Context: an optimization exercise on an open-source flow, tuned for small area. The choices shown serve that exercise and are no tape-out recipe.
The RTL was checked by simulation tests, not by an equivalence proof against the original design.
Power is estimated from default activity; no workload was simulated.

==> amber <==
Design PCI_WB_DeFSM, start of the top module:
module PCI_WB_DeFSM(
	input  PHY_CLK33_I,
	input  PHY_RSTn_I,
	input  IDSEL_I,
	input  FRAMEn_I,
	input  IRDYn_I,
	output TRDYn_O,
	output TRDYn_DIR_O,
	output DEVSELn_O,
	output DEVSELn_DIR_O,
	output STOPn_O,
	output STOPn_DIR_O,
	input  PAR_I,
	output reg PAR_O,
	output reg PAR_DIR_O,
	output PERRn_O,
	output PERRn_DIR_O,
	output SERRn_O,
	output SERRn_DIR_O,
	output [31:0] AD_O,
	output AD_DIR_O,
	input  [31:0] AD_I,
	input  [3:0] CBEn_I,
	output INTA_O,
	output [31:0] WB_DATA_O,
	input  [31:0] WB_DATA_I,
	input  WB_ACK_I,
	input  WB_VALID_I,
	output [31:0] WB_ADD_O,
	output WB_STB_O,
	output WB_WE_O,
	output HP_MEM_IDLE_O,
	input  [31:0] HPRAM_DATA_I,
	output [31:0] HPRAM_DATA_O,
	output reg [11:0] HPRAM_ADD_O,
	output [3:0] HPRAM_WEN_O
    );
	assign PERRn_O = 1'b1;
	assign PERRn_DIR_O = 1'b0;
	assign SERRn_O = 1'b1;
	assign SERRn_DIR_O = 1'b0;
	assign INTA_O = 1'b0;
	localparam S_IDLE  = 3'd0;   
	localparam S_DEC   = 3'd1;   
	localparam S_DEAD  = 3'd2;   
	localparam S_CLAIM = 3'd3;   
	localparam S_P1    = 3'd4;
	localparam S_P2    = 3'd5;
	localparam T_CFG = 2'd0;
	localparam T_MEM = 2'd1;
	localparam T_HP  = 2'd2;
	reg [2:0]  st;
	reg [1:0]  tgt;
	reg        wr;
	reg [19:2] pci_add;
	reg        cmd1, cmd10, sta27;
	reg [11:0] bar10, bar14;
	reg [7:0]  intl;
	reg [3:0]  cnt;        
	reg        f1;         
	reg        f2;         
	reg [31:0] mem_ad;
	reg        mem_vld;
	reg [31:0] hp_ad;
	reg [3:0]  hp_be;
	reg [31:0] dreg;       
	wire rst = ~PHY_RSTn_I;
	wire        a_inc;
	wire [12:0] a_c;
	wire [11:0] a_sum;
	assign a_c[0] = a_inc;
	genvar gi;
	generate
		for (gi = 0; gi < 12; gi = gi + 1) begin : g_ainc
  ...
==> flow/config.mk <==
export PLATFORM = sky130hd
export DESIGN_NAME = PCI_WB_DeFSM
export DESIGN_NICKNAME = PCI_WB_DeFSM
export VERILOG_FILES = /design/flow/design.v
export SDC_FILE = /design/flow/constraint.sdc
export NUM_CORES = 4
export LEC_CHECK = 0
export CAP_MARGIN = 20
export CORE_MARGIN = 2
export CORE_UTILIZATION = 40
export SLEW_MARGIN = 20
==> flow/constraint.sdc <==
create_clock -name core_clock -period 10.0 [get_ports {PHY_CLK33_I}]
set_input_delay 2.0000 -clock core_clock [delete_from_list [all_inputs] [get_ports {PHY_CLK33_I}]]
set_output_delay 2.0000 -clock core_clock [all_outputs]
set_load 0.01 [all_outputs]
standard.sh (not shown) runs the stock make flow with config.mk's settings and CLKGATE_MAP_FILE= SYNTH_SCRIPT=/design/flow/synth_recipe.tcl, a recipe that flattens the netlist after the stock synthesis.
==> flow/flow/run.sh <==
#!/bin/bash
# The standard layout (standard.sh: unchanged synthesis, floorplan, power grid
# and tap cells), with two placement/CTS arguments changed:
#  - every input and output port still gets a buffer, but a sky130_fd_sc_hd__buf_1
#  - clock tree synthesis without dummy loads, with clkbuf_8 buffers in clusters of up to 20 sinks
# Each tool's full output stays in orfs/logs/; make's own output goes to flow_make.log.
set -euo pipefail
export BUFFER_PORTS_ARGS="-buffer_cell sky130_fd_sc_hd__buf_1"
export CTS_ARGS="-sink_clustering_enable -repair_clock_nets -dont_use_dummy_load -buf_list {sky130_fd_sc_hd__clkbuf_8} -sink_clustering_size 20 -sink_clustering_max_diameter 80"
bash standard.sh finish > flow_make.log 2>&1
==> sierra: changes against amber <==
--- a/flow/design.v
+++ b/flow/design.v
@@ -162,13 +162,13 @@
 					if (t_c)
 						st <= S_P2;
 					else if (t_m) begin
 						if (mem_done) begin
 							st <= S_P2;
 							if (!wr) mem_vld <= 1'b1;
-						end else if (cnt == 4'd13) begin
+						end else if (cnt == 4'b0100) begin
 							st <= S_P2;
 							sta27 <= 1'b1;
 						end
 					end else if (!wr) begin
 						if (irdy) begin
 							st <= S_P2;
@@ -198,13 +198,13 @@
 		end
 		if ((s_claim && tgt != T_MEM) || s_hwr)
 			cnt <= CBEn_I;
 		else if (s_claim)
 			cnt <= 4'd0;
 		else if (s_mbusy)
-			cnt <= cnt + 4'd1;
+			cnt <= {cnt[2:0], ~(cnt[3] ^ cnt[2])};   
 		if (s_claim) begin
 			f1 <= ~wr & irdy;    
 			f2 <= 1'b0;
 			if (tgt == T_HP) f1 <= 1'b1;
 		end else if (s_mbusy) begin
 			f2 <= mem_done;
==> xenon: changes against amber <==
==> flow/design.v (replaced) <==
`timescale 1ns / 1ps
module PCI_WB_DeFSM(
	input  PHY_CLK33_I,
	input  PHY_RSTn_I,
	input  IDSEL_I,
	input  FRAMEn_I,
	input  IRDYn_I,
	output TRDYn_O,
	output TRDYn_DIR_O,
	output DEVSELn_O,
	output DEVSELn_DIR_O,
	output STOPn_O,
	output STOPn_DIR_O,
	input  PAR_I,
	output reg PAR_O,
	output reg PAR_DIR_O,
	output PERRn_O,
	output PERRn_DIR_O,
	output SERRn_O,
	output SERRn_DIR_O,
	output [31:0] AD_O,
	output AD_DIR_O,
	input  [31:0] AD_I,
	input  [3:0] CBEn_I,
	output INTA_O,
	output [31:0] WB_DATA_O,
	input  [31:0] WB_DATA_I,
	input  WB_ACK_I,
	input  WB_VALID_I,
	output [31:0] WB_ADD_O,
	output WB_STB_O,
	output WB_WE_O,
	output HP_MEM_IDLE_O,
	input  [31:0] HPRAM_DATA_I,
	output [31:0] HPRAM_DATA_O,
	output reg [11:0] HPRAM_ADD_O,
	output reg [3:0] HPRAM_WEN_O
    );
	assign PERRn_O = 1'b1;
	assign PERRn_DIR_O = 1'b0;
	assign SERRn_O = 1'b1;
	assign SERRn_DIR_O = 1'b0;
	assign INTA_O = 1'b0;
	localparam S_IDLE     = 4'd0;   
	localparam S_DEC      = 4'd1;   
	localparam S_DEAD     = 4'd2;   
	localparam S_CLAIM    = 4'd3;   
	localparam S_CFG_ACK  = 4'd4;
	localparam S_CFG_TERM = 4'd5;
	localparam S_MEM_BUSY = 4'd6;   
	localparam S_MEM_TERM = 4'd7;
	localparam S_HP_WREAD = 4'd8;
	localparam S_HP_READ  = 4'd9;
	localparam S_HP_WRITE = 4'd10;
	localparam S_HP_TERM  = 4'd11;
	localparam T_CFG = 2'd0;
	localparam T_MEM = 2'd1;
	localparam T_HP  = 2'd2;
	reg [3:0]  st;
	reg [1:0]  tgt;
	reg        wr;
	reg [19:2] pci_add;
	reg        cmd1, cmd10, sta27;
	reg [11:0] bar10, bar14;
	reg [7:0]  intl;
	reg [3:0]  cnt;        
	reg        f1;         
	reg        f2;         
	reg [31:0] mem_ad;
	reg        mem_vld;
	reg [31:0] hp_ad;
	reg [3:0]  hp_be;
	reg [31:0] dreg;       
	wire rst = ~PHY_RSTn_I;
	wire hit_cfg = IDSEL_I && AD_I[10:8] == 3'b000 && AD_I[1:0] == 2'b00;
	wire hit_mem = cmd1 && AD_I[31:20] == bar14;
	wire hit_hp  = cmd1 && AD_I[31:20] == bar10;
	wire cmd_cfg = CBEn_I[3:1] == 3'b101;
	wire cmd_mem = CBEn_I[3:1] == 3'b011;
	wire s_idle  = st == S_IDLE;
	wire s_claim = st == S_CLAIM;
	wire s_cack  = st == S_CFG_ACK;
	wire s_cterm = st == S_CFG_TERM;
	wire s_mbusy = st == S_MEM_BUSY;
	wire s_mterm = st == S_MEM_TERM;
	wire s_hwrd  = st == S_HP_WREAD;
	wire s_hrd   = st == S_HP_READ;
	wire s_hwr   = st == S_HP_WRITE;
	wire s_hterm = st == S_HP_TERM;
	wire irdy = ~IRDYn_I;
	wire mem_done = wr ? WB_ACK_I : WB_VALID_I;
	wire hp_par  = ~f1 | f2;
	wire hp_trdy = ~f1 & f2;
	always @(posedge PHY_CLK33_I) begin
		if (rst) begin
			st <= S_IDLE;
			cmd1 <= 1'b0;
			cmd10 <= 1'b0;
			sta27 <= 1'b0;
			bar10 <= 12'd0;
			bar14 <= 12'd0;
			intl <= 8'd0;
			mem_vld <= 1'b0;
			hp_be <= 4'hF;
			HPRAM_ADD_O <= 12'd0;
		end else begin
			case (st)
				S_IDLE:
					if (!FRAMEn_I) begin
						if (hit_cfg)
							st <= cmd_cfg ? S_DEC : S_DEAD;
						else if (hit_mem || hit_hp)
							st <= cmd_mem ? S_DEC : S_DEAD;
					end
				S_DEC:  st <= S_CLAIM;
				S_DEAD: st <= S_IDLE;
				S_CLAIM:
					case (tgt)
						T_CFG:
							if (irdy) begin
								st <= S_CFG_ACK;
								if (wr)
									case (pci_add[7:2])
										6'd1: begin
											if (!CBEn_I[3] && AD_I[27]) sta27 <= 1'b0;
											if (!CBEn_I[0]) begin
												cmd1 <= AD_I[1];
												cmd10 <= AD_I[10];
											end
										end
										6'd4: begin
											if (!CBEn_I[3]) bar10[11:4] <= AD_I[31:24];
											if (!CBEn_I[2]) bar10[3:0] <= AD_I[23:20];
										end
										6'd5: begin
											if (!CBEn_I[3]) bar14[11:4] <= AD_I[31:24];
											if (!CBEn_I[2]) bar14[3:0] <= AD_I[23:20];
										end
										6'd15:
											if (!CBEn_I[0]) intl <= AD_I[7:0];
										default: ;
									endcase
							end
						T_MEM: st <= S_MEM_BUSY;
						default: begin
							HPRAM_ADD_O <= pci_add[13:2];
							st <= wr ? S_HP_WRITE : S_HP_WREAD;
						end
					endcase
				S_CFG_ACK:  st <= S_CFG_TERM;
				S_CFG_TERM: st <= S_IDLE;
				S_MEM_BUSY:
					if (mem_done) begin
						st <= S_MEM_TERM;
						if (!wr) mem_vld <= 1'b1;
					end else if (cnt == 4'd13) begin
						st <= S_MEM_TERM;
						sta27 <= 1'b1;
					end
				S_MEM_TERM: st <= S_IDLE;
				S_HP_WREAD:
					if (irdy) begin
						st <= S_HP_READ;
						HPRAM_ADD_O <= HPRAM_ADD_O + 12'd1;
						hp_be <= CBEn_I;
					end
				S_HP_READ:
					if (irdy) begin
						HPRAM_ADD_O <= HPRAM_ADD_O + 12'd1;
						hp_be <= CBEn_I;
					end else if (!f1 && FRAMEn_I)
						st <= S_DEAD;
				S_HP_WRITE:
					if (irdy) begin
						if (!FRAMEn_I && !f1) HPRAM_ADD_O <= HPRAM_ADD_O + 12'd1;
					end else if (!f1 && FRAMEn_I)
						st <= S_HP_TERM;
				S_HP_TERM: st <= S_IDLE;
				default: st <= S_IDLE;
			endcase
		end
	end
	always @(posedge PHY_CLK33_I) begin
		if (s_idle) begin
			pci_add <= AD_I[19:2];
			wr <= CBEn_I[0];
			tgt <= hit_cfg ? T_CFG : hit_mem ? T_MEM : T_HP;
		end
		if (s_claim)
			cnt <= (tgt == T_MEM) ? 4'd0 : CBEn_I;
		else if (s_mbusy)
			cnt <= cnt + 4'd1;
		if (s_claim) begin
			f1 <= ~wr & irdy;    
			if (tgt == T_HP) f1 <= 1'b1;
		end else if (s_mbusy) begin
			f2 <= mem_done;
		end else if (s_hwrd) begin
			f2 <= 1'b0;
		end else if (s_hrd) begin
			if (irdy) begin
				f1 <= 1'b0;
				f2 <= 1'b1;
			end else
				f2 <= f1;
		end else if (s_hwr) begin
			if (irdy) f1 <= 1'b0;
		end
		if (s_mbusy && mem_done && !wr)
			mem_ad <= WB_DATA_I;
		if ((s_hwrd || s_hrd) && irdy)
			hp_ad <= HPRAM_DATA_I;
		if (!(s_mbusy && wr))
			dreg <= AD_I;
	end
	always @(posedge PHY_CLK33_I)
		HPRAM_WEN_O <= (!rst && s_hwr && irdy) ? ~CBEn_I : 4'b0000;
	reg [31:0] cfg_rd;
	always @(*)
		case (pci_add[7:2])
			6'd0:  cfg_rd = 32'hBBCC00AA;
			6'd1:  cfg_rd = {4'b0, sta27, 5'b0, 1'b1, 10'b0, cmd10, 8'b0, cmd1, 1'b0};
			6'd2:  cfg_rd = 32'h118000F8;
			6'd4:  cfg_rd = {bar10, 20'd0};
			6'd5:  cfg_rd = {bar14, 20'd0};
			6'd11: cfg_rd = 32'h00019876;
			6'd15: cfg_rd = {23'd0, 1'b1, intl};
			default: cfg_rd = 32'd0;
		endcase
	wire [31:0] cfg_msk = {{8{~cnt[3]}}, {8{~cnt[2]}}, {8{~cnt[1]}}, {8{~cnt[0]}}};
	wire [31:0] hp_msk  = {{8{~hp_be[3]}}, {8{~hp_be[2]}}, {8{~hp_be[1]}}, {8{~hp_be[0]}}};
	assign AD_O = (tgt == T_CFG) ? (cfg_rd & cfg_msk) :
	              (tgt == T_MEM) ? (mem_vld ? mem_ad : 32'd0) :
	                               (hp_ad & hp_msk);
	wire act = !(s_idle || st == S_DEC || st == S_DEAD);
	assign TRDYn_DIR_O   = PHY_RSTn_I & act;
	assign DEVSELn_DIR_O = PHY_RSTn_I & act;
	assign STOPn_DIR_O   = PHY_RSTn_I & act;
	assign TRDYn_O   = ~(s_cack || (s_mterm && f2) || (s_hrd && hp_trdy) || (s_hwr && !f1));
	assign DEVSELn_O = s_cterm || (s_mterm && !f2);
	assign STOPn_O   = ~(s_cack || s_mterm);
	assign AD_DIR_O  = PHY_RSTn_I & ((s_cack && !wr) || ((s_mbusy || s_mterm) && f1) || s_hwrd || s_hrd);
	wire par_req = (s_cack && !wr) || (s_mterm && f2 && !wr) || (s_hrd && hp_par);
	always @(negedge PHY_CLK33_I) begin
		PAR_DIR_O <= PHY_RSTn_I & par_req;
		PAR_O <= ^{AD_I, CBEn_I};
	end
	assign WB_STB_O  = s_mbusy;
	assign WB_WE_O   = wr;
	assign WB_ADD_O  = {12'd0, pci_add[19:2], 2'b00};
	assign WB_DATA_O = dreg;
	assign HPRAM_DATA_O = dreg;
	assign HP_MEM_IDLE_O = !(s_hwrd || s_hrd || s_hwr || s_hterm);
endmodule
==> flow/flow/run.sh (replaced) <==
#!/bin/bash
# The standard layout (standard.sh: unchanged synthesis, floorplan, power grid
# and tap cells), with two placement/CTS arguments changed:
#  - every input and output port still gets a buffer, but a sky130_fd_sc_hd__buf_1
#  - clock tree synthesis without dummy loads
# Each tool's full output stays in orfs/logs/; make's own output goes to flow_make.log.
set -euo pipefail
export BUFFER_PORTS_ARGS="-buffer_cell sky130_fd_sc_hd__buf_1"
export CTS_ARGS="-repair_clock_nets -dont_use_dummy_load -buf_list {sky130_fd_sc_hd__clkbuf_8}"
bash standard.sh finish > flow_make.log 2>&1
==> comparison table <==
| metric | amber | sierra | xenon |
|---|---|---|---|
| Antenna diodes | 0 | 0 | 1 |
| Routing usage on met3 | 5.17% | 5.60% | 5.00% |
| Met1 Track Usage GR | 26.8% | 27.6% | 28.5% |
| Area of the mapped netlist | 8410 um2 | 8400 um2 | 8700 um2 |
| Fraction of the yosys area taken by sequential cells | 57.3% | 57.4% | 56.7% |
| FFs & Latches | 180 | 180 | 185 |
| Portion of synthesized cell area occupied by the leading cell type | 43.5% | 43.6% | 42.5% |
| Post-Route Hold Slack | 0.460 ns | 0.477 ns | 0.460 ns |
| Number of cells on the worst reg-to-reg path | 5 | 5 | 4 |
| Final setup margin | 1.70 ns | 1.83 ns | 1.80 ns |
| Cell variety after synth | 60 | 57 | 62 |
| Non-filler cells, final | 1228 | 1200 | 1250 |
| Worst-skew pair later-pin latency | 0.45 ns | 0.47 ns | 0.47 ns |
| Number of flip-flops and latches in the synthesized netlist | 180 | 180 | 185 |
| Transition time at the pin with the least slew margin | 0.959 ns | 0.974 ns | 0.905 ns |
| Area taken by multi-input logic gates | 3050 um2 | 3000 um2 | 3090 um2 |
| Switching Fraction | 33.6% | 24.0% | 31.8% |
| Initial cell density of the core | 40.4% | 40.3% | 41.1% |
| Leakage power figure | 3.15 nW | 3.23 nW | 3.20 nW |
| Amount of wire on met2 after detailed routing | 10400 um | 10500 um | 11000 um |
| Setup slack of the worst register-to-register path | 3.38 ns | 3.22 ns | 3.36 ns |
| Cell area reported after detailed placement | 9260 um2 | 9220 um2 | 9430 um2 |
| Initial antenna violation count | 0 | 0 | 1 |
| Met2 capacity usage during global routing | 32.7% | 32.5% | 33.5% |
| Status | complete, no violations | complete, no violations | complete, no violations |
| Seq group | 0.000967 W | 0.000820 W | 0.000984 W |
| Vias | 6180 | 6052 | 6577 |
